Source: an optimization exercise on an open RTL-to-GDS flow (aim: small area and a short achievable clock period). Production flows keep margins and buffers that such runs may drop.
In this exercise RTL edits were held to simulation tests only and were not proved equivalent to the original.
Power figures rest on the tool's default switching activity, not on a simulated workload.

==> config.mk <==
export PLATFORM = sky130hd
export DESIGN_NAME = KEYBOARD_CONTROLLER
export DESIGN_NICKNAME = KEYBOARD_CONTROLLER
export VERILOG_FILES = /design/flow/design.v
export SDC_FILE = /design/flow/constraint.sdc
export NUM_CORES = 4
export LEC_CHECK = 0
export CAP_MARGIN = 20
export CORE_MARGIN = 2
export CORE_UTILIZATION = 40
export CTS_BUF_LIST = sky130_fd_sc_hd__clkbuf_8
export CTS_CLUSTER_DIAMETER = 65
export CTS_CLUSTER_SIZE = 19
export SLEW_MARGIN = 20
==> constraint.sdc <==
create_clock -name core_clock -period 160.0 [get_ports {CLK_50MHZ}]
set_input_delay 32.0000 -clock core_clock [delete_from_list [all_inputs] [get_ports {CLK_50MHZ}]]
set_output_delay 32.0000 -clock core_clock [all_outputs]
set_load 0.01 [all_outputs]
==> design.v <==
`timescale 1ns/1ps
module KEYBOARD_CONTROLLER (
	RST_N     ,
	DATA      ,
	CLK_50MHZ ,
	PS2CLK    ,
	ASCII_OUT ,
	COLOR     ,
	COMMAND
	);
	input        RST_N;
	input        DATA;
	input        CLK_50MHZ;
	input        PS2CLK;
	output [7:0] ASCII_OUT;
	output [7:0] COLOR;
	output [1:0] COMMAND;
	wire clk = CLK_50MHZ;
	localparam [5:0] Y_PT = 6'b010000, Y_LP = 6'b010010, Y_RP = 6'b010011,
		Y_SP = 6'b010100, Y_EQ = 6'b010101, Y_QU = 6'b010110, Y_MI = 6'b011001,
		Y_SL = 6'b011011;
	function [5:0] L;    
		input [4:0] n;
		L = {1'b1, n};
	endfunction
	function [5:0] scan2sym;
		input [7:0] s;
		case (s)
			8'h45, 8'h70: scan2sym = 6'd0;
			8'h16, 8'h69: scan2sym = 6'd1;
			8'h1E, 8'h72: scan2sym = 6'd2;
			8'h26, 8'h7A: scan2sym = 6'd3;
			8'h25, 8'h6B: scan2sym = 6'd4;
			8'h2E, 8'h73: scan2sym = 6'd5;
			8'h36, 8'h74: scan2sym = 6'd6;
			8'h3D, 8'h6C: scan2sym = 6'd7;
			8'h3E, 8'h75: scan2sym = 6'd8;
			8'h46, 8'h7D: scan2sym = 6'd9;
			8'h1C: scan2sym = L(1);   8'h32: scan2sym = L(2);   8'h21: scan2sym = L(3);
			8'h23: scan2sym = L(4);   8'h24: scan2sym = L(5);   8'h2B: scan2sym = L(6);
			8'h34: scan2sym = L(7);   8'h33: scan2sym = L(8);   8'h43: scan2sym = L(9);
			8'h3B: scan2sym = L(10);  8'h42: scan2sym = L(11);  8'h4B: scan2sym = L(12);
			8'h3A: scan2sym = L(13);  8'h31: scan2sym = L(14);  8'h44: scan2sym = L(15);
			8'h4D: scan2sym = L(16);  8'h15: scan2sym = L(17);  8'h2D: scan2sym = L(18);
			8'h1B: scan2sym = L(19);  8'h2C: scan2sym = L(20);  8'h3C: scan2sym = L(21);
			8'h2A: scan2sym = L(22);  8'h1D: scan2sym = L(23);  8'h22: scan2sym = L(24);
			8'h35: scan2sym = L(25);  8'h1A: scan2sym = L(26);
			8'h4E, 8'h7B: scan2sym = Y_MI;
			8'h55:        scan2sym = Y_EQ;
			8'h41:        scan2sym = 6'b010001;
			8'h49, 8'h71: scan2sym = Y_PT;
			8'h4A:        scan2sym = Y_SL;
			8'h7C:        scan2sym = 6'b011010;
			8'h79:        scan2sym = 6'b011000;
			8'h54:        scan2sym = Y_LP;
			8'h5B:        scan2sym = Y_RP;
			8'h52:        scan2sym = Y_QU;
			default:      scan2sym = Y_SP;
		endcase
	endfunction
	function [6:0] sym2asc;
		input [5:0] y;
		if (y[5])
			sym2asc = {2'b11, y[4:0]};
		else if (!y[4])
			sym2asc = {3'b011, y[3:0]};
		else
			case (y[3:0])
				4'b0000: sym2asc = 7'h2E;
				4'b0001: sym2asc = 7'h2C;
				4'b0010: sym2asc = 7'h28;
				4'b0011: sym2asc = 7'h29;
				4'b0100: sym2asc = 7'h20;
				4'b0101: sym2asc = 7'h3D;
				4'b0110: sym2asc = 7'h22;
				4'b1000: sym2asc = 7'h2B;
				4'b1001: sym2asc = 7'h2D;
				4'b1010: sym2asc = 7'h2A;
				default: sym2asc = 7'h2F;
			endcase
	endfunction
	function [2:0] sym2col;
		input [5:0] y;
		if (y[5] || y == Y_QU)
			sym2col = 3'b100;
		else if (!y[4] || y[3:1] == 3'b000)
			sym2col = 3'b010;
		else if (y == Y_SP)
			sym2col = 3'b111;
		else
			sym2col = 3'b001;
	endfunction
	function [31:0] atan32;
		input [4:0] i;
		case (i)
			5'd0  : atan32 = 32'b11001001000011111101101010100010;
			5'd1  : atan32 = 32'b01110110101100011001110000010110;
			5'd2  : atan32 = 32'b00111110101101101110101111110010;
			5'd3  : atan32 = 32'b00011111110101011011101010011011;
			5'd4  : atan32 = 32'b00001111111110101010110111011100;
			5'd5  : atan32 = 32'b00000111111111110101010101101111;
			5'd6  : atan32 = 32'b00000011111111111110101010101011;
			5'd7  : atan32 = 32'b00000001111111111111110101010101;
			5'd8  : atan32 = 32'b00000000111111111111111110101011;
			5'd9  : atan32 = 32'b00000000011111111111111111110101;
			5'd10 : atan32 = 32'b00000000001111111111111111111111;
			default: atan32 = 32'd1 << (6'd32 - {1'b0, i});
		endcase
	endfunction
	reg       c1, c2, d1;
	reg [3:0] bc;
	reg [7:0] sr;
	reg       bdone;
	reg       rel;
	wire      fall = c2 & ~c1;
	always @(posedge clk or negedge RST_N) begin
		if (!RST_N) begin
			c1    <= 1'b1;
			c2    <= 1'b1;
			bc    <= 4'd0;
			bdone <= 1'b0;
			rel   <= 1'b0;
		end
		else begin
			c1    <= PS2CLK;
			c2    <= c1;
			bdone <= fall & (bc == 4'd8);
			if (fall)
				bc <= (bc == 4'd10) ? 4'd0 : bc + 4'd1;
			if (bdone) begin
				if (sr == 8'hF0)
					rel <= 1'b1;
				else if (sr != 8'hE0)
					rel <= 1'b0;
			end
		end
	end
	always @(posedge clk) begin
		d1 <= DATA;
		if (fall && bc != 4'd0 && bc <= 4'd8)
			sr <= {d1, sr[7:1]};
	end
	wire kev   = bdone & ~rel & (sr != 8'hF0) & (sr != 8'hE0);
	wire k_ent = (sr == 8'h5A);
	wire k_bs  = (sr == 8'h66);
	wire [5:0] ksym = scan2sym(sr);
	reg [5:0] ring [0:79];
	reg [6:0] ph;
	reg [6:0] count;
	reg [6:0] r;
	reg       pend;
	reg       lock;
	reg       wen;
	reg [5:0] wdat;
	wire [5:0] rout = ring[79];
	integer gi;
	always @(posedge clk) begin
		for (gi = 79; gi > 0; gi = gi - 1)
			ring[gi] <= ring[gi-1];
		ring[0] <= wen ? wdat : ring[79];
	end
	reg [34:0] A, X, Y, T;
	reg [5:0]  b;                  
	wire       pe = (b == 6'd34);  
	wire       b0 = (b == 6'd0);
	reg [6:0] st_n;
	reg       rdy;
	wire [6:0] st;
	reg [5:0] cnt;
	reg [4:0] it;
	reg [1:0] dret;
	reg       fr, mulf, qs, negr, got;
	reg [5:0] sym;
	reg       sym_ent;
	reg       x_int, x_fract, y_int, y_fract, letter, neg_oper, err;
	reg [2:0] oper;
	reg [2:0] cd;
	reg [1:0] cc;
	reg [5:0] mat;
	reg [3:0] dlast;
	reg [1:0] conv;
	reg       cpf, cnf;
	reg       xs, ys, yz, tsg, aneg, fz, ybit, xz;
	reg        c;         
	reg        ad;        
	reg        ex, ey;    
	reg        y0f, s0f, tsf;
	reg        asg;       
	reg [2:0]  psel;      
	reg [2:0]  qsel;      
	reg [3:0]  kidx;
	reg        sub, cinx, mask, abin;
	reg [1:0]  amode;     
	reg [2:0]  xmode;     
	reg        xbin;
	reg [1:0]  ymode;     
	reg        ybin;
	reg [1:0]  tmode;     
	function kbit;
		input [3:0] k;
		input [5:0] bb;
		input [4:0] ii;
		input [5:0] sy;
		input [3:0] dl;
		reg [34:0] v;
		reg [31:0] at;
		begin
			at = atan32(ii);
			case (k)
				4'd0:    v = {31'd0, sy[3:0]};
				4'd1:    v = {31'd0, dl};
				4'd2:    v = 35'd100000;
				4'd3:    v = 35'd10;
				4'd4:    v = {3'b000, at};
				4'd5:    v = {32'b001_10010010000111111011010101000, 3'b000};
				4'd6:    v = {32'b000_10011011011100111111011111001, 3'b000};
				4'd7:    v = {1'b0, 31'b01_10111101011100001010001111011 + 31'd1, 3'b000};
				default: v = {1'b1, 31'b10_01001100100011110101110000101, 3'b000};
			endcase
			kbit = v[bb];
		end
	endfunction
	reg pb, qb;
	always @(*) begin
		case (psel)
			3'd0:    pb = A[0];
			3'd1:    pb = X[0];
			3'd2:    pb = Y[0];
			3'd4:    pb = b0 ? abin : ad;
			default: pb = 1'b0;
		endcase
		case (qsel)
			3'd1:    qb = X[0];
			3'd2:    qb = Y[0];
			3'd3:    qb = T[0];
			3'd4:    qb = kbit(kidx, b, it, sym, dlast);
			default: qb = 1'b0;
		endcase
	end
	wire qx   = qb ^ sub;
	wire ci   = b0 ? (sub | cinx) : c;
	wire sb   = pb ^ qx ^ ci;
	wire co   = (pb & qx) | (pb & ci) | (qx & ci);
	wire sbm  = sb & ~(mask & b[5]);      
	wire y0   = b0 ? Y[0] : y0f;
	reg a34;    
	always @(*) begin
		case (amode)
			2'd1:    a34 = sbm;
			2'd2:    a34 = 1'b0;
			default: a34 = A[0];
		endcase
	end
	always @(posedge clk) begin
		b  <= pe ? 6'd0 : b + 6'd1;
		c  <= co;
		ad <= A[0];
		ex <= X[0];
		ey <= Y[0];
		if (b0) begin
			y0f <= Y[0];
			s0f <= sb;
			tsf <= T[34];
		end
		if (pe) asg <= a34;
		if (amode == 2'd2)
			A <= {1'b0, pe ? 1'b0 : sb, A[33:1]};
		else
			A <= {a34, A[34:1]};
		case (xmode)
			3'd1:    X <= {sbm, X[34:1]};
			3'd2:    X <= {(b >= 6'd16 && b < 6'd32) ? A[19] : X[0], X[34:1]};
			3'd3:    X <= {b0 ? xbin : ex, X[34:1]};
			3'd4:    X <= {b0 ? xbin : (b < 6'd16) ? ex : X[0], X[34:1]};
			default: X <= {X[0], X[34:1]};
		endcase
		case (ymode)
			2'd1:    Y <= {sbm, Y[34:1]};
			2'd2:    Y <= {1'b0, (b < 6'd32) ? Y[0] : (b == 6'd32) ? s0f : 1'b0, Y[33:1]};
			2'd3:    Y <= {b0 ? ybin : ey, Y[34:1]};
			default: Y <= {Y[0], Y[34:1]};
		endcase
		case (tmode)
			2'd1:    T <= {sbm, T[34:1]};
			2'd2:    T <= {tsf, pe ? tsf : T[0], T[33:1]};
			default: T <= {T[0], T[34:1]};
		endcase
	end
	localparam [6:0]
		S_IDLE = 7'd0,  S_FETCH = 7'd1, S_DISP = 7'd2,  S_M1 = 7'd3,   S_M2 = 7'd4,
		S_M3   = 7'd5,  S_M4 = 7'd6,    S_DG6 = 7'd8,  S_DG7 = 7'd9,
		S_CLRA = 7'd10, S_FR0 = 7'd11,  S_FRA = 7'd12,  S_FRF = 7'd13, S_YM = 7'd14,
		S_YI   = 7'd16, S_YS = 7'd17,   S_EV = 7'd18,  S_CLRY = 7'd19,
		S_MST  = 7'd20, S_EVT = 7'd21,  S_QZ1 = 7'd22,  S_QZ2 = 7'd23, S_DV0 = 7'd24,
		S_DV1  = 7'd7,  S_DV2 = 7'd25,  S_DV3 = 7'd26,  S_DS = 7'd27,  S_DSF = 7'd28, S_DV4 = 7'd29,
		S_C1   = 7'd30, S_C2 = 7'd31,   S_C3A = 7'd32,  S_C3B = 7'd15, S_C3C = 7'd64, S_C4 = 7'd33,
		S_C5   = 7'd34,
		S_I1   = 7'd35, S_I2 = 7'd36,   S_I3 = 7'd37,   S_I4 = 7'd38,  S_I5 = 7'd39,
		S_I6   = 7'd40, S_I7 = 7'd41,   S_R1 = 7'd42,   S_R2 = 7'd43,  S_R3 = 7'd44,
		S_R4   = 7'd45, S_R5 = 7'd46,   S_P0 = 7'd47,   S_P1 = 7'd48,  S_P2 = 7'd49,
		S_P3   = 7'd50, S_P4 = 7'd51,   S_PF1 = 7'd52,  S_PF2 = 7'd53, S_PF3 = 7'd54,
		S_PF4  = 7'd55, S_ZR = 7'd56,   S_PF6 = 7'd57,  S_PF7 = 7'd58, S_PF8 = 7'd59,
		S_PSH  = 7'd60, S_PF9 = 7'd61,  S_OUT = 7'd62,  S_ERR = 7'd63, S_PPT = 7'd65;
	wire any_n  = x_int | x_fract | y_int | y_fract;
	wire none   = ~any_n & ~letter;
	wire is_dig = (sym[5:4] == 2'b00);
	wire is_pt  = (sym[5:1] == 5'b01000);
	wire is_op  = (sym[5:2] == 4'b0110);
	wire is_let = sym[5];
	wire cd_nz  = (cd != 3'd0);
	wire is_sin = mat[1] & mat[3] & mat[5];
	wire is_cos = mat[0] & mat[2] & mat[4];
	wire c_swap = conv[1];
	wire srcY   = (oper[0] == c_swap);
	wire negv   = c_swap & (oper[0] ^ conv[0]);
	wire d_pt_x = !sym_ent && is_pt && cd_nz && x_int;
	wire d_pt_y = !sym_ent && is_pt && cd_nz && !x_int && y_int;
	wire d_op_x = !sym_ent && is_op && !letter && x_int;
	wire d_rp_x = !sym_ent && !is_pt && !is_op && sym == Y_RP && letter && x_int && cd_nz;
	reg [5:0] msym;
	reg       mend;
	always @(*) begin
		mend = 1'b0;
		msym = Y_SP;
		case (cnt[4:0])
			5'd0: msym = Y_SP;   5'd1: msym = L(5);   5'd2: msym = L(18);  5'd3: msym = L(18);
			5'd4: msym = L(15);  5'd5: msym = L(18);  5'd6: msym = Y_SL;   5'd7: msym = Y_SP;
			default:
				if (err)
					case (cnt[4:0])
						5'd8:  msym = L(21); 5'd9:  msym = L(14); 5'd10: msym = L(11); 5'd11: msym = L(14);
						5'd12: msym = L(15); 5'd13: msym = L(23); 5'd14: msym = L(14); 5'd15: msym = Y_SP;
						5'd16: msym = L(3);  5'd17: msym = L(15); 5'd18: msym = L(13); 5'd19: msym = L(13);
						5'd20: msym = L(1);  5'd21: msym = L(14); 5'd22: msym = L(4);
						default: mend = 1'b1;
					endcase
				else if (sym_ent)
					case (cnt[4:0])
						5'd8:  msym = L(5);  5'd9:  msym = L(24); 5'd10: msym = L(16); 5'd11: msym = L(18);
						5'd12: msym = L(5);  5'd13: msym = L(19); 5'd14: msym = L(19); 5'd15: msym = L(9);
						5'd16: msym = L(15); 5'd17: msym = L(14); 5'd18: msym = Y_SP;  5'd19: msym = L(14);
						5'd20: msym = L(15); 5'd21: msym = L(20); 5'd22: msym = Y_SP;  5'd23: msym = L(6);
						5'd24: msym = L(21); 5'd25: msym = L(12); 5'd26: msym = L(12);
						default: mend = 1'b1;
					endcase
				else
					case (cnt[4:0])
						5'd8:  msym = L(21); 5'd9:  msym = L(14); 5'd10: msym = L(5);  5'd11: msym = L(24);
						5'd12: msym = L(16); 5'd13: msym = L(5);  5'd14: msym = L(3);  5'd15: msym = L(20);
						5'd16: msym = L(5);  5'd17: msym = L(4);  5'd18: msym = Y_SP;  5'd19: msym = L(20);
						5'd20: msym = L(15); 5'd21: msym = L(11); 5'd22: msym = L(5);  5'd23: msym = L(14);
						5'd24: msym = Y_SP;  5'd25: msym = Y_QU;  5'd27: msym = Y_QU;
						5'd26: if (sym[5:1] == 5'b01001) mend = 1'b1; else msym = sym;
						default: mend = 1'b1;
					endcase
		endcase
	end
	always @(*) begin
		psel = 3'd3; qsel = 3'd0; kidx = 4'd0; sub = 1'b0; cinx = 1'b0; mask = 1'b0; abin = 1'b0;
		amode = 2'd0; xmode = 3'd0; xbin = 1'b0; ymode = 2'd0; ybin = 1'b0; tmode = 2'd0;
		case (st)
			S_IDLE: begin amode = 2'd1; xmode = 3'd1; ymode = 2'd1; end
			S_DISP: begin
				if (d_pt_x || d_op_x || d_rp_x) xmode = 3'd2;
				else if (d_pt_y && !letter) begin psel = 3'd0; ymode = 2'd1; end
			end
			S_CLRA, S_DV3, S_PF2, S_ZR: amode = 2'd1;
			S_M1:  begin psel = 3'd4; tmode = 2'd1; end
			S_M2, S_M3: begin psel = 3'd4; amode = 2'd1; end
			S_M4:  begin psel = 3'd4; qsel = 3'd3; amode = 2'd1; end
			S_DG6: if (letter) begin psel = 3'd0; mask = 1'b1; ymode = 2'd1; end
			S_DG7: begin psel = 3'd0; qsel = 3'd4; kidx = 4'd0; amode = 2'd1; end
			S_FRA: begin
				psel = 3'd4; qsel = 3'd4; kidx = 4'd2; sub = ~asg; amode = 2'd1;
				if (cnt != 6'd16) begin
					if (x_fract) begin xmode = 3'd4; xbin = ~asg; end
					else begin ymode = 2'd3; ybin = ~asg; end
				end
			end
			S_FRF: begin
				if (x_fract) begin xmode = 3'd4; xbin = ~asg; end
				else begin ymode = 2'd3; ybin = ~asg; end
			end
			S_YM:  begin psel = 3'd2; mask = 1'b1; ymode = 2'd1; end
			S_YI:  begin psel = 3'd0; ymode = 2'd1; end
			S_YS:  begin psel = 3'd2; qsel = 3'd2; mask = 1'b1; ymode = 2'd1; end
			S_EV: begin
				case (oper[1:0])
					2'b00: begin psel = 3'd1; qsel = 3'd2; amode = 2'd1; end
					2'b01: begin psel = 3'd1; qsel = 3'd2; sub = 1'b1; mask = 1'b1; amode = 2'd1; end
					2'b10: amode = 2'd1;
					default: ;
				endcase
			end
			S_CLRY, S_C5: ymode = 2'd1;
			S_MST: begin psel = 3'd0; qsel = (mulf & y0) ? 3'd1 : 3'd0; amode = 2'd2; ymode = 2'd2; end
			S_EVT: if (oper != 3'b011 && !oper[2]) amode = 2'd1;
			S_QZ1: begin psel = 3'd2; mask = 1'b1; xmode = 3'd1; end
			S_QZ2: begin qsel = 3'd4; kidx = 4'd1; ymode = 2'd1; end
			S_DV1: if (xs) begin qsel = 3'd1; sub = 1'b1; mask = 1'b1; xmode = 3'd1; end
			S_DV2: if (ys) begin qsel = 3'd2; sub = 1'b1; mask = 1'b1; ymode = 2'd1; end
			S_DS:  begin psel = 3'd4; abin = X[31]; qsel = 3'd2; sub = ~asg; amode = 2'd1; xmode = 3'd3; xbin = ~asg; end
			S_DSF: begin
				xmode = 3'd3; xbin = ~asg;
				if (asg) begin psel = 3'd0; qsel = 3'd2; amode = 2'd1; end
			end
			S_DV4: begin qsel = 3'd1; sub = qs; mask = 1'b1; amode = 2'd1; end
			S_C1:  xmode = 3'd3;
			S_C2:  begin qsel = 3'd1; sub = neg_oper; amode = 2'd1; end
			S_C3A: begin psel = 3'd0; qsel = 3'd4; kidx = 4'd7; sub = 1'b1; end
			S_C3B: begin psel = 3'd0; qsel = 3'd4; kidx = 4'd8; sub = 1'b1; end
			S_C3C: if (cpf | cnf) begin psel = 3'd0; qsel = 3'd4; kidx = 4'd5; sub = cpf; amode = 2'd1; end
			S_C4:  begin qsel = 3'd4; kidx = 4'd6; xmode = 3'd1; end
			S_I1:  begin qsel = 3'd2; tmode = 2'd1; end
			S_I2, S_I5, S_R2: tmode = 2'd2;
			S_PF3: begin tmode = 2'd2; ymode = 2'd3; end
			S_I3:  begin psel = 3'd1; qsel = 3'd3; sub = ~asg; xmode = 3'd1; end
			S_I4:  begin psel = 3'd1; qsel = 3'd3; sub = asg; tmode = 2'd1; end
			S_I6:  begin psel = 3'd2; qsel = 3'd3; sub = asg; ymode = 2'd1; end
			S_I7:  begin psel = 3'd0; qsel = 3'd4; kidx = 4'd4; sub = ~asg; amode = 2'd1; end
			S_R1:  begin qsel = srcY ? 3'd2 : 3'd1; tmode = 2'd1; end
			S_R3:  begin qsel = 3'd3; sub = negv; mask = 1'b1; tmode = 2'd1; end
			S_R4:  if (tsg) begin qsel = 3'd3; sub = 1'b1; mask = 1'b1; tmode = 2'd1; end
			S_R5:  begin qsel = 3'd3; amode = 2'd1; end
			S_P4:  if (!aneg) begin psel = 3'd0; xmode = 3'd1; end
			S_PF1: begin qsel = 3'd4; kidx = 4'd2; tmode = 2'd1; end
			S_PF4: if (ybit) begin psel = 3'd0; qsel = 3'd3; amode = 2'd1; end
			S_PF6: begin psel = 3'd1; tmode = 2'd1; end
			S_PF7: begin psel = 3'd0; xmode = 3'd1; end
			S_PF8: begin qsel = 3'd4; kidx = 4'd3; ymode = 2'd1; end
			S_PF9: begin qsel = 3'd3; xmode = 3'd1; end
			default: ;
		endcase
	end
	reg [1:0] ocmd;
	reg [6:0] oasc;
	reg [2:0] ocol;
	reg       e_sym, e_nl, e_del;
	reg [5:0] esym;
	assign COMMAND   = ocmd;
	assign ASCII_OUT = {1'b0, oasc};
	assign COLOR     = {{3{ocol[2]}}, {3{ocol[1]}}, {2{ocol[0]}}};
	always @(posedge clk or negedge RST_N) begin
		if (!RST_N) begin
			ocmd <= 2'b11;
			oasc <= 7'd0;
			ocol <= 3'b111;
		end
		else if (e_sym) begin
			ocmd <= 2'b00;
			oasc <= sym2asc(esym);
			ocol <= sym2col(esym);
		end
		else begin
			ocmd <= e_nl ? 2'b10 : e_del ? 2'b01 : 2'b11;
			oasc <= 7'd0;
			ocol <= 3'b111;
		end
	end
	wire ph_r  = (ph == r);
	wire ph_c  = (ph == count);
	wire psh_w = (st == S_PSH || st == S_PPT) && ph_c && !got && !b0;
	always @(*) begin
		e_sym = 1'b0; e_nl = 1'b0; e_del = 1'b0; esym = ksym;
		wen = 1'b0; wdat = ksym;
		if (pend && ph_c)
			wen = 1'b1;
		if (kev && !lock) begin
			if (k_bs) begin
				if (count != 7'd0) e_del = 1'b1;
			end
			else if (!k_ent && count != 7'd80)
				e_sym = 1'b1;
		end
		if (psh_w) begin
			wen  = 1'b1;
			wdat = (st == S_PPT) ? Y_PT : sym;
		end
		case (st)
			S_P0, S_P2: begin e_sym = b0; esym = Y_SP; end
			S_P1:       begin e_sym = b0; esym = Y_EQ; end
			S_P3:       begin e_sym = b0 & negr; esym = Y_MI; end
			S_P4:       e_nl = b0 & aneg;
			S_OUT:      if (cnt == 6'd2) e_nl = 1'b1; else if (cnt[0] && ph_r) begin e_sym = 1'b1; esym = rout; end
			S_ERR:      if (mend) e_nl = 1'b1; else begin e_sym = 1'b1; esym = msym; end
			default: ;
		endcase
	end
	assign st = rdy ? st_n : S_IDLE;
	wire rel_line = (st == S_OUT && cnt == 6'd2) || (st == S_ERR && mend) || (st == S_P4 && pe && aneg);
	wire set79    = (st == S_P4 && pe && !aneg);
	always @(posedge clk or negedge RST_N) begin
		if (!RST_N) begin
			rdy   <= 1'b0;
			count <= 7'd0;
			pend  <= 1'b0;
			lock  <= 1'b0;
		end
		else begin
			rdy <= 1'b1;
			if (pend && ph_c) begin
				pend  <= 1'b0;
				count <= count + 7'd1;
			end
			if (kev && !lock) begin
				if (k_bs) begin
					if (count != 7'd0) count <= count - 7'd1;
				end
				else if (k_ent)
					lock <= 1'b1;
				else if (count != 7'd80)
					pend <= 1'b1;
			end
			if (psh_w) count <= count - 7'd1;
			if (set79) count <= 7'd79;
			if (rel_line) begin
				lock  <= 1'b0;
				count <= 7'd0;
			end
		end
	end
	always @(posedge clk) begin
		begin
			ph <= (ph == 7'd79) ? 7'd0 : ph + 7'd1;
			if (psh_w) got <= 1'b1;
			if (b == 6'd31) begin
				xs   <= X[0];
				ys   <= Y[0];
				aneg <= A[0];
				ybit <= Y[0];
			end
			if (st == S_R3 && b == 6'd31) tsg <= sbm;
			if (b0) begin
				yz <= ~Y[0];
				fz <= Y[0];
				xz <= X[0];
			end
			else if (!b[5]) begin
				yz <= yz & ~Y[0];
				fz <= fz | Y[0];
				xz <= xz | X[0];
			end
			if (st == S_PSH && b0) sym <= {2'b00, A[3:0]};
			case (st)
				S_IDLE: begin
					x_int <= 1'b0; x_fract <= 1'b0; y_int <= 1'b0; y_fract <= 1'b0;
					letter <= 1'b0; neg_oper <= 1'b0; err <= 1'b0; negr <= 1'b0;
					oper <= 3'b000; cd <= 3'd0; cc <= 2'd0; mat <= 6'd0; got <= 1'b0;
					if (lock && !pend && pe) begin
						r  <= 7'd0;
						st_n <= S_FETCH;
					end
					else
						st_n <= S_IDLE;
				end
				S_FETCH: begin
					if (!got) begin
						if (r == count) begin
							sym_ent <= 1'b1;
							got     <= 1'b1;
						end
						else if (ph_r) begin
							sym     <= rout;
							sym_ent <= 1'b0;
							r       <= r + 7'd1;
							got     <= 1'b1;
						end
					end
					if (pe && got) begin
						got <= 1'b0;
						st_n  <= S_DISP;
					end
				end
				S_PSH: if (pe && got) begin
					got <= 1'b0;
					if (dret == 2'd1) begin
						it <= it - 5'd1;
						st_n <= (it == 5'd1) ? S_PPT : S_DV3;
					end
					else if (!xz) begin
						r   <= count;
						cnt <= 6'd0;
						st_n  <= S_OUT;
					end
					else
						st_n <= S_DV3;
				end
				S_PPT: if (pe && got) begin
					got  <= 1'b0;
					dret <= 2'd2;
					st_n <= S_PF9;
				end
				S_OUT: begin
					if (cnt == 6'd2) begin
						st_n  <= S_IDLE;
					end
					else if (!cnt[0]) begin
						r   <= r + 7'd1;
						cnt <= 6'd1;
					end
					else if (ph_r) begin
						if (r == 7'd79) cnt <= 6'd2;
						else cnt <= 6'd0;
					end
				end
				S_ERR: begin
					if (mend) begin
						st_n  <= S_IDLE;
					end
					else
						cnt <= cnt + 6'd1;
				end
				default: if (pe) begin
					case (st)
						S_DISP: begin
							if (sym_ent) begin
								if (letter)                 st_n <= S_EVT;
								else if (y_int && cd_nz)    st_n <= S_YI;
								else if (y_fract)           st_n <= S_FR0;
								else begin cnt <= 6'd0; st_n <= S_ERR; end
							end
							else if (is_dig) begin
								if (none) begin x_int <= 1'b1; fr <= 1'b0; st_n <= S_M1; end
								else if (any_n) begin fr <= 1'b0; st_n <= S_M1; end
								else begin cnt <= 6'd0; st_n <= S_ERR; end
							end
							else if (is_pt) begin
								if (cd_nz && x_int) begin
									x_int <= 1'b0; x_fract <= 1'b1; cd <= 3'd0; st_n <= S_CLRA;
								end
								else if (cd_nz && y_int) begin
									y_int <= 1'b0; y_fract <= 1'b1; cd <= 3'd0; st_n <= S_CLRA;
								end
								else begin cnt <= 6'd0; st_n <= S_ERR; end
							end
							else if (is_op) begin
								if (!letter) begin
									if (x_int) begin
										x_int <= 1'b0; y_int <= 1'b1; oper <= {1'b0, sym[1:0]}; cd <= 3'd0;
										st_n <= S_CLRA;
									end
									else if (x_fract) begin
										oper <= {1'b0, sym[1:0]};
										st_n <= S_FR0;
									end
									else begin cnt <= 6'd0; st_n <= S_ERR; end
								end
								else if (x_int && !cd_nz && sym[1:0] == 2'b01 && !neg_oper) begin
									neg_oper <= 1'b1; st_n <= S_FETCH;
								end
								else begin cnt <= 6'd0; st_n <= S_ERR; end
							end
							else if (is_let) begin
								if (none || (letter && !any_n)) begin
									letter <= 1'b1;
									cc <= cc + 2'd1;
									case (cc)
										2'd0: mat[1:0] <= {sym == L(19), sym == L(3)};
										2'd1: mat[3:2] <= {sym == L(9),  sym == L(15)};
										2'd2: mat[5:4] <= {sym == L(14), sym == L(19)};
										default: ;
									endcase
									st_n <= S_FETCH;
								end
								else begin cnt <= 6'd0; st_n <= S_ERR; end
							end
							else if (sym == Y_LP) begin
								if (letter) begin
									x_int <= 1'b1;
									if (is_sin)      begin oper <= 3'b100; st_n <= S_FETCH; end
									else if (is_cos) begin oper <= 3'b101; st_n <= S_FETCH; end
									else begin err <= 1'b1; cnt <= 6'd0; st_n <= S_ERR; end
								end
								else begin cnt <= 6'd0; st_n <= S_ERR; end
							end
							else if (sym == Y_RP) begin
								if (letter && x_int && cd_nz) begin
									x_int <= 1'b0; y_int <= 1'b1; oper <= 3'b011; cd <= 3'd0;
									st_n <= S_CLRA;
								end
								else if (letter && x_fract) st_n <= S_FR0;
								else begin cnt <= 6'd0; st_n <= S_ERR; end
							end
							else if (sym == Y_SP) st_n <= S_FETCH;
							else begin cnt <= 6'd0; st_n <= S_ERR; end
						end
						S_CLRA: st_n <= S_FETCH;
						S_M1: st_n <= S_M2;
						S_M2: st_n <= S_M3;
						S_M3: st_n <= S_M4;
						S_M4: begin
							if (cd != 3'd7) cd <= cd + 3'd1;
							st_n <= fr ? S_FR0 : S_DG6;
						end
						S_DG6: begin
							if (letter) dlast <= sym[3:0];
							st_n <= S_DG7;
						end
						S_DG7: st_n <= S_FETCH;
						S_FR0: begin
							if (cd == 3'd0 || cd > 3'd5) begin cnt <= 6'd0; st_n <= S_ERR; end
							else if (cd != 3'd5) begin fr <= 1'b1; st_n <= S_M1; end
							else begin cd <= 3'd0; cnt <= 6'd16; st_n <= S_FRA; end
						end
						S_FRA: begin
							cnt <= cnt - 6'd1;
							if (cnt == 6'd1) st_n <= S_FRF;
						end
						S_FRF: begin
							if (x_fract) begin
								x_fract <= 1'b0; y_int <= 1'b1; st_n <= S_CLRA;
							end
							else begin
								y_fract <= 1'b0; st_n <= S_YM;
							end
						end
						S_YM: st_n <= S_EV;
						S_YI: begin y_int <= 1'b0; cnt <= 6'd16; st_n <= S_YS; end
						S_YS: begin
							cnt <= cnt - 6'd1;
							if (cnt == 6'd1) st_n <= S_EV;
						end
						S_EV: begin
							mulf <= (oper[1:0] == 2'b10);
							case (oper[1:0])
								2'b00, 2'b01: begin cnt <= 6'd16; st_n <= S_CLRY; end
								2'b10: begin cnt <= 6'd32; st_n <= S_MST; end
								default: st_n <= S_DV0;
							endcase
						end
						S_CLRY: begin
							mulf <= 1'b0;
							st_n <= (cnt == 6'd0) ? S_P0 : S_MST;
						end
						S_MST: begin
							cnt <= cnt - 6'd1;
							if (cnt == 6'd1) st_n <= S_P0;
						end
						S_EVT: begin
							if (oper == 3'b011) st_n <= S_QZ1;
							else if (oper[2]) begin cnt <= 6'd16; st_n <= S_C1; end
							else begin cnt <= 6'd0; st_n <= S_CLRY; end
						end
						S_QZ1: st_n <= S_QZ2;
						S_QZ2: st_n <= S_DV0;
						S_DV0: begin
							qs   <= xs ^ ys;
							dret <= 2'd0;
							st_n <= yz ? S_ZR : S_DV1;
						end
						S_ZR: begin cnt <= 6'd0; st_n <= S_CLRY; end
						S_DV1: st_n <= S_DV2;
						S_DV2: st_n <= S_DV3;
						S_DV3: begin cnt <= 6'd32; st_n <= S_DS; end
						S_DS: begin
							cnt <= cnt - 6'd1;
							if (cnt == 6'd1) st_n <= S_DSF;
						end
						S_DSF: st_n <= (dret == 2'd0) ? S_DV4 : S_PSH;
						S_DV4: begin cnt <= 6'd0; st_n <= S_CLRY; end
						S_C1: begin
							cnt <= cnt - 6'd1;
							if (cnt == 6'd1) st_n <= S_C2;
						end
						S_C2:  st_n <= S_C3A;
						S_C3A: begin cpf <= ~asg & co; st_n <= S_C3B; end
						S_C3B: begin cnf <= asg & ~co; st_n <= S_C3C; end
						S_C3C: begin conv <= cpf ? 2'b10 : cnf ? 2'b11 : 2'b00; st_n <= S_C4; end
						S_C4:  st_n <= S_C5;
						S_C5:  begin it <= 5'd0; st_n <= S_I1; end
						S_I1:  begin cnt <= {1'b0, it}; st_n <= (it == 5'd0) ? S_I3 : S_I2; end
						S_I2:  begin cnt <= cnt - 6'd1; if (cnt == 6'd1) st_n <= S_I3; end
						S_I3:  st_n <= S_I4;
						S_I4:  begin cnt <= {1'b0, it}; st_n <= (it == 5'd0) ? S_I6 : S_I5; end
						S_I5:  begin cnt <= cnt - 6'd1; if (cnt == 6'd1) st_n <= S_I6; end
						S_I6:  st_n <= S_I7;
						S_I7:  begin it <= it + 5'd1; st_n <= (it == 5'd31) ? S_R1 : S_I1; end
						S_R1:  begin cnt <= 6'd3; st_n <= S_R2; end
						S_R2:  begin cnt <= cnt - 6'd1; if (cnt == 6'd1) st_n <= S_R3; end
						S_R3:  st_n <= S_R4;
						S_R4:  begin if (tsg) negr <= 1'b1; st_n <= S_R5; end
						S_R5:  begin cnt <= 6'd29; st_n <= S_CLRY; end
						S_P0:  st_n <= S_P1;
						S_P1:  st_n <= S_P2;
						S_P2:  st_n <= S_P3;
						S_P3:  st_n <= S_P4;
						S_P4: begin
							if (aneg) begin
								st_n  <= S_IDLE;
							end
							else begin
								dret  <= fz ? 2'd1 : 2'd2;
								it    <= 5'd5;
								st_n  <= fz ? S_PF1 : S_PF8;
							end
						end
						S_PF1: st_n <= S_PF2;
						S_PF2: begin cnt <= 6'd16; st_n <= S_PF3; end
						S_PF3: st_n <= S_PF4;
						S_PF4: begin
							cnt <= cnt - 6'd1;
							st_n <= (cnt == 6'd1) ? S_PF6 : S_PF3;
						end
						S_PF6: st_n <= S_PF7;
						S_PF7: st_n <= S_PF8;
						S_PF8: st_n <= S_DV3;
						S_PF9: st_n <= S_DV3;
						default: st_n <= S_IDLE;
					endcase
				end
			endcase
		end
	end
endmodule  
==> run.sh <==
#!/bin/bash
# synth_recipe.tcl (not shown) runs the flow's synth.tcl, then flattens the netlist and writes it again
# the make line also repeats each setting of config.mk as NAME=value (left out here)
make -C /OpenROAD-flow-scripts/flow DESIGN_CONFIG=/design/flow/config.mk WORK_HOME=/design/flow/orfs CLKGATE_MAP_FILE= SYNTH_SCRIPT=/design/flow/synth_recipe.tcl finish
==> out/results.ini, run 1 <==
[worst_setup_path]
worst_setup_path_end_kind=output pin
cp_num_buf_inv=1
cpMaxStageDelayCell=dfstp_2
cp_slowest_stage_delay_ns=0.56
crit_required_ns=128.00
critPathTopFamily=flip-flops
start_kind=register
crit_chain=clkdlybuf4s50_1
crit_arrival_ns=1.81
worstPathMaxFanout=3
criticalPathCategory=register to output pin

[synthesis]
synth_cell_type_count=105
synth_top_area_share_pct=49.8
synth_async_sr_flop_share_pct=3.94
syn_avg_cell_area_um2=10.7
synth_area_leader_cell=dfxtp_1
ys_ff_latch=761
ys_warn_count=2
synth_cells=2454
synth_area_leaders=dfxtp_1 50%, edfxtp_1 9.0%, nor2_1 3.0%
synthesis.nets=2505
synth_seq_area_share_pct=61.7
synth_area_um2=26200
synth_edf_count=79
ys.flop_type=dfxtp_1

[clock_tree]
cts_made_buffers=53
cts_sinks=761
clockBufferDepth=3
cts_tree=built
cts_setup_buffers=0
cts_resized=0
cts_max_level=2
insertion_delay_ns=0.71
cts_hold_buf=0
cts-root-buf=clkbuf_8
path_clk_slew_ns=0.11

[timing]
skew_ns=0.0423
setup_viol=0
worst_pin_slew_ns=1.08
slew_viol_final=0
post-route-period-util_pct=21.1
finalSetupTns_ns=0
hold_viol_final=0
max_freq_mhz=29.6
fin_ws_ns=126.19
maxSlewHeadroom_pct=26.0
post-route-min-period_ns=33.81
rsz0062_at_grt=no

[place]
place_area_um2=27100
pre_cts_slack_ns=126.94
portBuffers=20
dp_hpwl_um=50300
gp_congestion=0.946

[drt]
drt-total-wl_um=72300
drtIter0Drc=1699
first_pass_iters=6
drcViolationCount=0
via_per_inst=5.64
wl_per_cell_um=21.9
vias=18600
ant_nets=0

[hold_path]
hp-class=register to register

[grt]
grt_pass1_wl_um=111000
grt_use_total_pct=21.3
grt-ovfl-total=0
grt_max_degree=36
grt_pass1_vias=18000
antenna_found_initial=2

[final_layout]
area_delta_synth_final_pct=7.34
drive_gt1_share_pct=6.81
fin_nets=2468
design_area_um2=28100
final-seq-area_um2=16200
multi_input_area_um2=9280
fillers=6098

[run]
drv_cap=0

[floorplan]
die_y_um=260
row_count=93
design.core.area_um2=64600
die_x_um=260
ios=22
die_area_um2=67600
start_util_pct=40.6

[outcome]
status=no timing/DRC/antenna violations

[power_and_ir_drop]
peakVddDrop_v=0.00000853
power_density_nw_per_um2=11.4
leakagePower_nw=10.6

[synth_stat cells (25+ instances only)]
master      n
a211oi_1   27
a21oi_1   136
a31oi_1    30
clkbuf_1  101
dfxtp_1   652
edfxtp_1   79
ha_1       46
inv_1      43
mux2i_1    28
nand2_1   206
nand2b_1   25
nand3_1    71
nor2_1    210
nor2b_1    36
nor3_1     66
o21ai_0   135
xor2_1     27
[where the power goes]
part	switching [mW]	internal, mW
registers	0.00309	0.198
logic	0.0152	0.00924
clock network	0.0607	0.0345
[cells in the final DEF (no fill, tap or decap), types with 26 or more instances in the layout]
master,Yosys,layout
buf_4,8,32
nor2_1,210,210
edfxtp_1,79,79
dfxtp_1,652,652
nor3_1,66,65
inv_1,43,50
clkbuf_8,0,53
a21oi_1,136,136
ha_1,46,46
nand3_1,71,71
nor2b_1,36,36
xor2_1,27,27
nand2_1,206,206
a31oi_1,30,30
a211oi_1,27,26
o21ai_0,135,135
[routing by layer]
layer | wire, um | GRT usage (%) | vias to the layer above
met5 | 0 | 0 | -
met4 | 2620 | 7.90 | 0
met3 | 4280 | 2.89 | 151
met2 | 32100 | 33.0 | 682
met1 | 33300 | 30.2 | 9111
li1 | - | - | 8661
[stage by stage]
step                hold WS [ns]  power [mW]  cells  utilization [%]
floorplan                  0.310       0.222   2454                -
global placement           0.311       0.229   3217             42.0
detailed placement         0.312       0.229   3217             42.0
CTS                        0.324       0.324   3294             43.5
global route               0.308       0.335   3296             43.6
finish                     0.308       0.320   3296             43.6
[kinds of logic after synthesis]
family | count (synthesis) | share of synthesized area [%]
simple gates | 789 | 15.1
flops | 761 | 61.7
compound gates | 577 | 14.8
buf+inv | 192 | 3.03
xor+xnor | 49 | 1.64
fa+ha+maj | 48 | 2.31
mux | 36 | 1.41
other cells | 2 | 0.0286
[path summary, 6_finish.rpt]
check,from,endpoint,slack [ns],cells after the start
setup / recovery,ocol[1],COLOR[4],126.19,1
hold / removal,ring[21][5],ring[22][5],0.31,0
setup reg to reg,it[3],X[34],153.46,16
hold reg to reg,ring[21][5],ring[22][5],0.31,0
max in group asynchronous,RST_N,ocmd[0],128.00,2
min in group asynchronous,RST_N,bc[0],31.66,2
[flip-flops by register name, summed over array words and instances, names as in the netlist, 3 cells and up, named ones only]
signal  flops
ring      480
A          35
T          35
X          35
Y          35
sr          8
count       7
oasc        7
ph          7
r           7
st_n        7
b           6
cnt         6
mat         6
sym         6
it          5
bc          4
dlast       4
cd          3
ocol        3
oper        3
[area by class of cell]
| cell class | count | share of cell area, % |
|---|---|---|
| sequential | 761 | 57.5 |
| clock inverter | 24 | 0.880 |
| clock buffer | 53 | 2.59 |
| inverter | 48 | 0.640 |
| tap | 855 | 3.80 |
| multi-input combinational | 1501 | 33.0 |
| antenna | 2 | 0.0178 |
| timing repair buffer | 52 | 1.57 |
==> run 2: changes to the inputs <==
--- a/config.mk
+++ b/config.mk
@@ -9,6 +9,6 @@
 export CORE_MARGIN = 2
 export CORE_UTILIZATION = 40
 export CTS_BUF_LIST = sky130_fd_sc_hd__clkbuf_8
-export CTS_CLUSTER_DIAMETER = 65
-export CTS_CLUSTER_SIZE = 19
+export CTS_CLUSTER_DIAMETER = 60
+export CTS_CLUSTER_SIZE = 16
 export SLEW_MARGIN = 20
==> out/results.ini, run 2 <==
[place]
dp_hpwl_um=50300  ; unchanged
gp_congestion=0.946  ; unchanged
portBuffers=20  ; unchanged

[synthesis]
synth_top_area_share_pct=49.8  ; unchanged
synthesis.nets=2505  ; unchanged
synth_cell_type_count=105  ; unchanged
synth_cells=2454  ; unchanged
synth_area_leader_cell=dfxtp_1  ; unchanged
synth_area_leaders=dfxtp_1 50%, edfxtp_1 9.0%, nor2_1 3.0%  ; unchanged
synth_fa_ha_area_share_pct=2.31  ; unchanged
synth_seq_area_share_pct=61.7  ; unchanged
synth_async_sr_flop_share_pct=3.94  ; unchanged
synth-simple-area-share_pct=15.1  ; unchanged
syn_avg_cell_area_um2=10.7  ; unchanged
ys_ff_latch=761  ; unchanged
synthMuxAreaShare_pct=1.41  ; unchanged
ys_warn_count=2  ; unchanged
yosys.area_share.xor_xnor_pct=1.64  ; unchanged
synth_compound_area_share_pct=14.8  ; unchanged
synth_edf_count=79  ; unchanged
yosys.cell_count.top_type=dfxtp_1  ; unchanged
synth_top_family_by_area=simple AND/OR/NAND/NOR gates  ; unchanged
ys.flop_type=dfxtp_1  ; unchanged
synth_area_um2=26200  ; unchanged
synthTopCellsByCount=652 x dfxtp_1, 210 x nor2_1, 206 x nand2_1  ; unchanged

[final_layout]
max_flop_register=ring  ; unchanged
drive_gt1_share_pct=7.23  ; was 6.81%
area_delta_synth_final_pct=7.88  ; was 7.34%
fin_nets=2476  ; was 2,468
largest_reg_flops=480  ; unchanged
final_common_cell=dfxtp_1  ; unchanged
layout_common_cells=652 x dfxtp_1, 210 x nor2_1, 206 x nand2_1  ; unchanged

[clock_tree]
cts_resized=0  ; unchanged
cts_sinks=761  ; unchanged
path_clk_slew_ns=0.09  ; was 0.11 ns
cts_setup_buffers=0  ; unchanged
cts_tree=built  ; unchanged
insertion_delay_ns=0.72  ; was 0.71 ns
cts_max_level=2  ; unchanged
cts_made_buffers=61  ; was 53
cts-root-buf=clkbuf_8  ; unchanged
clockBufferDepth=3  ; unchanged
cts_hold_buf=0  ; unchanged

[drt]
drt-total-wl_um=72400  ; was 72,300 um
drcViolationCount=0  ; unchanged
drtIter0Drc=1699  ; unchanged
vias=18700  ; was 18,600
first_pass_iters=6  ; unchanged
ant_nets=0  ; unchanged
wl_per_cell_um=21.9  ; about the same
via_per_inst=5.66  ; was 5.64

[worst_setup_path]
start_kind=register  ; unchanged
r2r-end=X[34]  ; unchanged
cpMaxStageDelayCell=dfstp_2  ; unchanged
r2r-start=it[3]  ; unchanged
crit_arrival_ns=1.81  ; about the same
crit_chain=clkdlybuf4s50_1  ; unchanged
worstPathMaxFanout=3  ; unchanged
criticalPathCategory=register to output pin  ; unchanged
cp-endpoint=COLOR[7]  ; was COLOR[4]
worst_setup_path_end_kind=output pin  ; unchanged
critPathTopFamily=flip-flops  ; unchanged
cp_num_buf_inv=1  ; unchanged
cp_slowest_stage_delay_ns=0.55  ; was 0.56 ns
crit_required_ns=128.00  ; about the same
reg2reg_depth=16  ; unchanged
crit_cells=1  ; unchanged
critPathLaunch=ocol[2]  ; was ocol[1]
reg2reg_slack_ns=153.54  ; was 153.46 ns

[power_and_ir_drop]
peakVddDrop_v=0.00000853  ; about the same
leakagePower_nw=10.7  ; was 10.6 nW
totalPowerFinal_uw=327  ; was 320 uW
power_density_nw_per_um2=11.6  ; was 11.4 nW/um^2

[run]
drv_cap=0  ; unchanged

[timing]
skew_ns=0.0386  ; was 0.0423 ns
post-route-min-period_ns=33.81  ; about the same
setup_viol=0  ; unchanged
worst_pin_slew_ns=1.14  ; was 1.08 ns
max_freq_mhz=29.6  ; about the same
rsz0062_at_grt=no  ; unchanged
post-route-period-util_pct=21.1  ; about the same
maxSlewHeadroom_pct=23.5  ; was 26.0%
finalSetupTns_ns=0  ; unchanged
slew_viol_final=0  ; unchanged
hold_viol_final=0  ; unchanged

[floorplan]
die_y_um=260  ; unchanged
row_count=93  ; unchanged
die_x_um=260  ; unchanged
ios=22  ; unchanged
design.core.area_um2=64600  ; unchanged
die_area_um2=67600  ; unchanged
start_util_pct=40.6  ; unchanged

[grt]
grt_max_degree=36  ; unchanged
grt_use_total_pct=21.3  ; about the same
grt-ovfl-total=0  ; unchanged
grt_pass1_wl_um=112000  ; was 111,000 um
grt_pass1_vias=18200  ; was 18,000
antenna_found_initial=2  ; unchanged

[hold_path]
hp-class=register to register  ; unchanged

[outcome]
status=no timing/DRC/antenna violations  ; unchanged

==> run 2: per-stage QoR <==
step / hold WS (ns) / cells / worst slack [ns] / utilization [%] / cell area [um^2]
after floorplan: 0.310 / 2454 / 127.34 / - / 26200
after global placement: 0.311 / 3217 / 126.96 / 42.0 / 27100
after detailed placement: 0.312 / 3217 / 126.94 / 42.0 / 27100
after CTS: 0.315 / 3304 / 126.12 / 43.8 / 28300
after global routing: 0.323 / 3305 / 126.12 / 43.8 / 28300
final: 0.311 / 3305 / 126.19 / 43.8 / 28300
==> run 2: how the worst min path moves through the flow <==
stage | endpoint | cells after the start | slack [ns] | start
floorplan | A[10] | 0 | 0.31 | A[11]
global placement | ring[79][0] | 0 | 0.31 | ring[78][0]
detailed placement | Y[0] | 0 | 0.31 | Y[1]
CTS | ring[70][0] | 0 | 0.32 | ring[69][0]
global route | ring[46][1] | 0 | 0.32 | ring[45][1]
finish | ring[21][5] | 0 | 0.31 | ring[20][5]
==> run 2: power by group <==
group / internal, mW / switching [mW]
registers: 0.198 / 0.00311
clock network: 0.0395 / 0.0623
logic: 0.00923 / 0.0152
==> run 2: cell families after synthesis <==
kind of cell / Yosys count
buffers and inverters: 192
xor gates and xnor gates: 49
other: 2
muxes: 36
and+or+nand+nor: 789
AOI/OAI and AO/OA: 577
adders and majority gates: 48
DFF: 761
==> run 2: area by class of cell <==
| cell class | instances | area [um^2] |
|---|---|---|
| antenna | 1 | 2.50 |
| inverter | 48 | 180 |
| fill | 6099 | 36300 |
| multi-input combinational | 1501 | 9280 |
| timing repair buffer | 52 | 440 |
| sequential | 761 | 16200 |
| clock buffer | 62 | 853 |
| clock inverter | 25 | 269 |
| tap | 855 | 1070 |
==> run 2: layer usage <==
layer | GRT usage, % | up-vias | wire length (um) | part of all wire (%)
li1 | - | 8670 | - | -
met1 | 30.1 | 9228 | 33000 | 46
met2 | 33.1 | 668 | 32200 | 44
met3 | 2.92 | 156 | 4410 | 6.1
met4 | 8.32 | 0 | 2810 | 3.9
met5 | 0 | - | 0 | 0
==> run 3: changes to the inputs <==
--- a/config.mk
+++ b/config.mk
@@ -7,7 +7,7 @@
 export LEC_CHECK = 0
 export CAP_MARGIN = 20
 export CORE_MARGIN = 2
-export CORE_UTILIZATION = 40
+export CORE_UTILIZATION = 65
 export CTS_BUF_LIST = sky130_fd_sc_hd__clkbuf_8
 export CTS_CLUSTER_DIAMETER = 60
 export CTS_CLUSTER_SIZE = 16
==> out/results.ini, run 3 <==
[floorplan]
ios=22  ; unchanged
design.core.area_um2=39700  ; was 64,600 um^2
die_x_um=205  ; was 260 um
die_area_um2=42000  ; was 67,600 um^2
die_y_um=205  ; was 260 um
start_util_pct=66.0  ; was 40.6%
row_count=73  ; was 93

[worst_setup_path]
reg2reg_slack_ns=153.59  ; was 153.54 ns
cp_num_buf_inv=1  ; unchanged
worst_setup_path_end_kind=output pin  ; unchanged
cp_slowest_stage_delay_ns=0.57  ; was 0.55 ns
worstPathMaxFanout=3  ; unchanged
start_kind=register  ; unchanged
criticalPathCategory=register to output pin  ; unchanged
r2r-start=it[3]  ; unchanged
crit_cells=1  ; unchanged
cp-endpoint=COLOR[5]  ; was COLOR[7]
r2r-end=A[34]  ; was X[34]
crit_required_ns=128.00  ; about the same
crit_arrival_ns=1.83  ; was 1.81 ns
reg2reg_depth=17  ; was 16
critPathTopFamily=flip-flops  ; unchanged
cpMaxStageDelayCell=dfstp_2  ; unchanged
crit_chain=clkdlybuf4s50_1  ; unchanged
critPathLaunch=ocol[2]  ; unchanged

[final_layout]
largest_reg_flops=480  ; unchanged
fin_nets=2473  ; was 2,476
final_common_cell=dfxtp_1  ; unchanged
drive_gt1_share_pct=6.63  ; was 7.23%
area_delta_synth_final_pct=5.74  ; was 7.88%
layout_common_cells=652 x dfxtp_1, 210 x nor2_1, 206 x nand2_1  ; unchanged
max_flop_register=ring  ; unchanged
instances_no_fill=2970  ; was 3,305

[clock_tree]
cts_max_level=2  ; unchanged
clockBufferDepth=3  ; unchanged
insertion_delay_ns=0.71  ; was 0.72 ns
cts_setup_buffers=0  ; unchanged
cts-root-buf=clkbuf_8  ; unchanged
cts_resized=0  ; unchanged
cts_tree=built  ; unchanged
path_clk_slew_ns=0.09  ; about the same
cts_sinks=761  ; unchanged
cts_hold_buf=0  ; unchanged
cts_made_buffers=56  ; was 61

[synthesis]
synth_compound_area_share_pct=14.8  ; unchanged
synth_cells=2454  ; unchanged
synth_top_area_share_pct=49.8  ; unchanged
synth-simple-area-share_pct=15.1  ; unchanged
synth_edf_count=79  ; unchanged
syn_avg_cell_area_um2=10.7  ; unchanged
ys_warn_count=2  ; unchanged
synth_area_um2=26200  ; unchanged
synth_area_leaders=dfxtp_1 50%, edfxtp_1 9.0%, nor2_1 3.0%  ; unchanged
synthesis.nets=2505  ; unchanged
synth_cell_type_count=105  ; unchanged
synthMuxAreaShare_pct=1.41  ; unchanged
synth_top_family_by_area=simple AND/OR/NAND/NOR gates  ; unchanged
synthTopCellsByCount=652 x dfxtp_1, 210 x nor2_1, 206 x nand2_1  ; unchanged
ys_ff_latch=761  ; unchanged
ys.flop_type=dfxtp_1  ; unchanged
yosys.area_share.xor_xnor_pct=1.64  ; unchanged
synth_area_leader_cell=dfxtp_1  ; unchanged
synth_async_sr_flop_share_pct=3.94  ; unchanged
yosys.cell_count.top_type=dfxtp_1  ; unchanged
synth_seq_area_share_pct=61.7  ; unchanged
synth_fa_ha_area_share_pct=2.31  ; unchanged

[timing]
rsz0062_at_grt=no  ; unchanged
worst_pin_slew_ns=1.03  ; was 1.14 ns
finalSetupTns_ns=0  ; unchanged
slew_viol_final=0  ; unchanged
skew_ns=0.0464  ; was 0.0386 ns
hold_viol_final=0  ; unchanged
setup_viol=0  ; unchanged
post-route-period-util_pct=21.1  ; about the same
maxSlewHeadroom_pct=29.2  ; was 23.5%
max_freq_mhz=29.6  ; about the same
post-route-min-period_ns=33.83  ; was 33.81 ns

[grt]
grt_pass1_wl_um=113000  ; was 112,000 um
grt_use_total_pct=35.3  ; was 21.3%
antenna_found_initial=2  ; unchanged
grt_pass1_vias=19200  ; was 18,200
grt_max_degree=36  ; unchanged
grt-ovfl-total=0  ; unchanged

[place]
portBuffers=20  ; unchanged
dp.cells=2889  ; was 3,217
gp_congestion=1.01  ; was 0.946
dp_hpwl_um=51500  ; was 50,300 um

[drt]
drt-total-wl_um=73500  ; was 72,400 um
vias=19600  ; was 18,700
via_per_inst=6.61  ; was 5.66
wl_per_cell_um=24.7  ; was 21.9 um
drcViolationCount=0  ; unchanged
drtIter0Drc=3245  ; was 1,699
ant_nets=0  ; unchanged
first_pass_iters=6  ; unchanged

[outcome]
status=no timing/DRC/antenna violations  ; unchanged

[hold_path]
hp-class=register to register  ; unchanged

[power_and_ir_drop]
power_density_nw_per_um2=11.6  ; about the same
leakagePower_nw=10.6  ; was 10.7 nW
peakVddDrop_v=0.0000110  ; was 0.00000853 V

[run]
drv_cap=0  ; unchanged

run 3: changes by cell type in the layout (fill, tap and decap cells not counted), moves of 2 or more:
cell	before	now
inv_1	49	57
clkbuf_8	62	57
inv_12	3	0
buf_4	32	34
clkinv_2	2	0
clkinv_8	4	2
inv_4	2	0
run 3: final cells by class:
class | instances | area [um^2]
sequential | 761 | 16200
fill | 2791 | 12000
multi-input combinational | 1501 | 9260
clock buffer | 57 | 785
tap | 525 | 657
timing repair buffer | 54 | 455
clock inverter | 23 | 194
inverter | 48 | 180
antenna | 1 | 2.50
run 3: kinds of logic (layout without fill, tap and decap cells):
group                    count (synthesis)  count (layout)
flip-flops                             761             761
AO/OA/AOI/OAI                          577             577
multiplexers                            36              36
XOR/XNOR                                49              49
adder cells (fa/ha/maj)                 48              48
AND/OR/NAND/NOR                        789             789
other                                    2               3
buffers and inverters                  192             182
run 3: worst min path at each step:
stage | cells past startpoint | from | endpoint
after floorplan | 0 | A[11] | A[10]
after global placement | 0 | ring[5][3] | ring[6][3]
after detailed placement | 0 | Y[24] | Y[23]
after CTS | 0 | ring[31][1] | ring[32][1]
after global routing | 0 | Y[22] | Y[21]
final | 0 | ring[4][1] | ring[5][1]
run 3: stage by stage:
step	setup WS, ns	hold WS (ns)	area [um^2]	utilization, %	power, mW
floorplan	127.34	0.310	26200	-	0.222
global placement	126.95	0.310	26700	67.3	0.227
detailed placement	126.90	0.312	26700	67.3	0.229
CTS	126.14	0.321	27700	69.7	0.321
global route	126.11	0.331	27700	69.8	0.331
finish	126.17	0.304	27700	69.8	0.320
run 3: per-layer routing:
layer  wire [um]  track usage [%]
met1       29300             47.7
met2       32400             53.6
met3        8080             8.73
met4        3740             16.2
met5           0                0
run 3: report_power, final:
part / leakage, nW / switching (mW) / internal [mW]
clock: 0.552 / 0.0581 / 0.0367
sequential: 6.38 / 0.00359 / 0.198
combinational: 3.69 / 0.0154 / 0.00910
==> run 4: changes to the inputs <==
==> flow/run.sh (new file) <==
#!/bin/bash
set -euo pipefail
export BUFFER_PORTS_ARGS="-buffer_cell sky130_fd_sc_hd__buf_2"
bash standard.sh finish > flow_make.log 2>&1
==> standard.sh (new file) <==
#!/bin/bash
# synth_recipe.tcl (not shown) runs the flow's synth.tcl, then flattens the netlist and writes it again
# the make line also repeats each setting of config.mk as NAME=value (left out here)
make -C /OpenROAD-flow-scripts/flow DESIGN_CONFIG=/design/flow/config.mk WORK_HOME=/design/flow/orfs CLKGATE_MAP_FILE= SYNTH_SCRIPT=/design/flow/synth_recipe.tcl "${@:-finish}"
--- a/config.mk
+++ b/config.mk
@@ -7,7 +7,7 @@
 export LEC_CHECK = 0
 export CAP_MARGIN = 20
 export CORE_MARGIN = 2
-export CORE_UTILIZATION = 65
+export CORE_UTILIZATION = 40
 export CTS_BUF_LIST = sky130_fd_sc_hd__clkbuf_8
 export CTS_CLUSTER_DIAMETER = 60
 export CTS_CLUSTER_SIZE = 16
removed: run.sh
==> out/results.ini, run 4 <==
[run]
drv_cap=0  ; unchanged

[worst_setup_path]
criticalPathCategory=register to output pin  ; unchanged
cpMaxStageDelayCell=dfstp_2  ; unchanged
cp_num_buf_inv=1  ; unchanged
crit_required_ns=128.00  ; about the same
critPathTopFamily=flip-flops  ; unchanged
start_kind=register  ; unchanged
crit_chain=buf_2  ; was clkdlybuf4s50_1
r2r-start=it[1]  ; was it[3]
worst_setup_path_end_kind=output pin  ; unchanged
worstPathMaxFanout=3  ; unchanged
r2r-end=X[34]  ; was A[34]
cp_slowest_stage_delay_ns=0.54  ; was 0.57 ns
crit_arrival_ns=1.38  ; was 1.83 ns
reg2reg_slack_ns=153.77  ; was 153.59 ns
reg2reg_depth=18  ; was 17

[timing]
skew_ns=0.0715  ; was 0.0464 ns
rsz0062_at_grt=no  ; unchanged
max_freq_mhz=30.0  ; was 29.6 MHz
post-route-min-period_ns=33.38  ; was 33.83 ns
finalSetupTns_ns=0  ; unchanged
fin_ws_ns=126.62  ; was 126.17 ns
slew_viol_final=0  ; unchanged
worst_hold_slack_ns=0.309  ; was 0.304 ns
hold_viol_final=0  ; unchanged
maxSlewHeadroom_pct=28.3  ; was 29.2%
setup_viol=0  ; unchanged
post-route-period-util_pct=20.9  ; was 21.1%
worst_pin_slew_ns=1.07  ; was 1.03 ns

[drt]
drt-total-wl_um=72200  ; was 73,500 um
first_pass_iters=7  ; was 6
via_per_inst=5.68  ; was 6.61
ant_nets=0  ; unchanged
maxUsedRoutingLayer=met4  ; unchanged
wl_met1_um=32800  ; was 29,300 um
drtIter0Drc=1932  ; was 3,245
wl_per_cell_um=21.8  ; was 24.7 um
vias=18900  ; was 19,600
wl_met2_um=31100  ; was 32,400 um
wl_met3_um=4830  ; was 8080 um
drcViolationCount=0  ; unchanged

[outcome]
status=no timing/DRC/antenna violations  ; unchanged

[hold_path]
hp-class=register to register  ; unchanged
min_to=ring[74][0]  ; was ring[5][1]
hold_depth=0  ; unchanged
holdCritStartpoint=ring[73][0]  ; was ring[4][1]

[clock_tree]
cts_resized=0  ; unchanged
cts_setup_buffers=0  ; unchanged
cts_hold_buf=0  ; unchanged
cts_made_buffers=67  ; was 56
path_clk_slew_ns=0.10  ; was 0.09 ns
insertion_delay_ns=0.71  ; about the same
cts-root-buf=clkbuf_8  ; unchanged
cts_tree=built  ; unchanged
cts_max_level=3  ; was 2
cts_sinks=761  ; unchanged
clockBufferDepth=3  ; unchanged

[synthesis]
ys.flop_type=dfxtp_1  ; unchanged
synth_async_sr_flop_share_pct=3.94  ; unchanged
synth_area_leader_cell=dfxtp_1  ; unchanged
synth_area_leaders=dfxtp_1 50%, edfxtp_1 9.0%, nor2_1 3.0%  ; unchanged
synth_edf_count=79  ; unchanged
synth_cells=2454  ; unchanged
synth_area_um2=26200  ; unchanged
ys_ff_latch=761  ; unchanged
synthesis.nets=2505  ; unchanged
ys_warn_count=2  ; unchanged
synthTopCellsByCount=652 x dfxtp_1, 210 x nor2_1, 206 x nand2_1  ; unchanged
synth_top_area_share_pct=49.8  ; unchanged
yosys.cell_count.top_type=dfxtp_1  ; unchanged
synth_seq_area_share_pct=61.7  ; unchanged
synth_cell_type_count=105  ; unchanged
syn_avg_cell_area_um2=10.7  ; unchanged

[power_and_ir_drop]
power_density_nw_per_um2=11.7  ; was 11.6 nW/um^2
peakVddDrop_v=0.00000822  ; was 0.0000110 V
leakagePower_nw=10.7  ; was 10.6 nW
totalPowerFinal_uw=332  ; was 320 uW

[grt]
grt-ovfl-total=0  ; unchanged
antenna_found_initial=2  ; unchanged
grt_pass1_wl_um=113000  ; about the same
grt_use_total_pct=21.4  ; was 35.3%
grt_max_degree=36  ; unchanged
grt_pass1_vias=18500  ; was 19,200

[floorplan]
design.core.area_um2=64600  ; was 39,700 um^2
start_util_pct=40.6  ; was 66.0%
ios=22  ; unchanged
die_x_um=260  ; was 205 um
die_y_um=260  ; was 205 um
die_area_um2=67600  ; was 42,000 um^2
row_count=93  ; was 73

[place]
portBuffers=20  ; unchanged
pre_cts_slack_ns=127.37  ; was 126.90 ns
dp.cells=3221  ; was 2,889
gp_congestion=0.942  ; was 1.01
place_area_um2=27100  ; was 26,700 um^2
dp_hpwl_um=49400  ; was 51,500 um

[final_layout]
fin_util_pct=43.8  ; was 69.8%
layout_common_cells=652 x dfxtp_1, 210 x nor2_1, 206 x nand2_1  ; unchanged
max_flop_register=ring  ; unchanged
fillers=6179  ; was 2,791
final_common_cell=dfxtp_1  ; unchanged
area_delta_synth_final_pct=7.99  ; was 5.74%
instances_no_fill=3321  ; was 2,970
largest_reg_flops=480  ; unchanged
fin_nets=2486  ; was 2,473
design_area_um2=28300  ; was 27,700 um^2
drive_gt1_share_pct=8.56  ; was 6.63%

[run 4: cell counts after synthesis]
Identical to the previous run, type by type.
[run 4: how the worst max path moves through the flow]
stage / start / end / slack (ns) / depth (start not counted)
6_report: ocol[2] / COLOR[5] / 126.62 / 1
5_1_grt: ocol[2] / COLOR[5] / 126.56 / 1
4_1_cts: ocol[2] / COLOR[5] / 126.58 / 1
3_5_place_dp: ocol[1] / COLOR[2] / 127.37 / 1
3_3_place_gp: ocol[2] / COLOR[5] / 127.37 / 1
2_1_floorplan: ocol[1] / COLOR[3] / 127.34 / 1
[run 4: logic make-up after synthesis]
logic type | after synthesis | synth area share [%]
AOI/OAI and AO/OA | 577 | 14.8
other | 2 | 0.0286
muxes | 36 | 1.41
DFF | 761 | 61.7
and+or+nand+nor | 789 | 15.1
buffers and inverters | 192 | 3.03
adders and majority gates | 48 | 2.31
xor gates and xnor gates | 49 | 1.64
[run 4: area by class of cell]
| cell class | instances | area (um^2) | share of cell area [%] |
|---|---|---|---|
| flip-flops and latches | 761 | 16200 | 57.2 |
| multi-input cells | 1501 | 9280 | 32.8 |
| well taps | 855 | 1070 | 3.78 |
| clock buffers | 67 | 922 | 3.26 |
| repair buffers | 56 | 370 | 1.31 |
| clock inverters | 31 | 302 | 1.07 |
| inverters | 48 | 180 | 0.636 |
| diodes | 2 | 5.00 | 0.0177 |
[run 4: routing by layer]
metal | GRT usage, % | vias up
met5 | 0 | -
met4 | 10.2 | 0
met3 | 3.81 | 210
met2 | 32.3 | 769
met1 | 29.8 | 9153
li1 | - | 8722
[run 4: report_power, final]
| part | leakage, nW | total (mW) | internal (mW) | switching (mW) |
|---|---|---|---|---|
| Clock | 0.652 | 0.107 | 0.0430 | 0.0641 |
| Sequential | 6.38 | 0.201 | 0.198 | 0.00308 |
| Combinational | 3.70 | 0.0244 | 0.00894 | 0.0155 |
| Total | 10.7 | 0.332 | 0.249 | 0.0827 |

## static timing again, ports no longer ideal
How much do the figures lean on ideal ports? The routed layouts below were timed once more, with nothing changed but the port constraints.
Step 1, drivers: a clkbuf_16 drives CLK_50MHZ and a buf_2 each remaining input, both assumed.
Step 2 times the ports against the registers' clock, not the clock port: input delays grow and output delays shrink by t, the midpoint of the rising clock arrivals with the driver on.
Three values: ideal, step 1, step 2; two values: the first two.
run | t (ns) | slack for setup (ns) | slew at the worst register clock pin (ns)
run 1 | 0.748 | 126.193 / 126.129 / 126.877 | 0.11 / 0.11
run 2 | 0.763 | 126.192 / 126.129 / 126.892 | 0.10 / 0.10
run 3 | 0.740 | 126.167 / 126.111 / 126.851 | 0.11 / 0.11
run 4 | 0.738 | 126.622 / 126.558 / 127.296 | 0.10 / 0.10
After both steps every run listed still meets setup and hold.
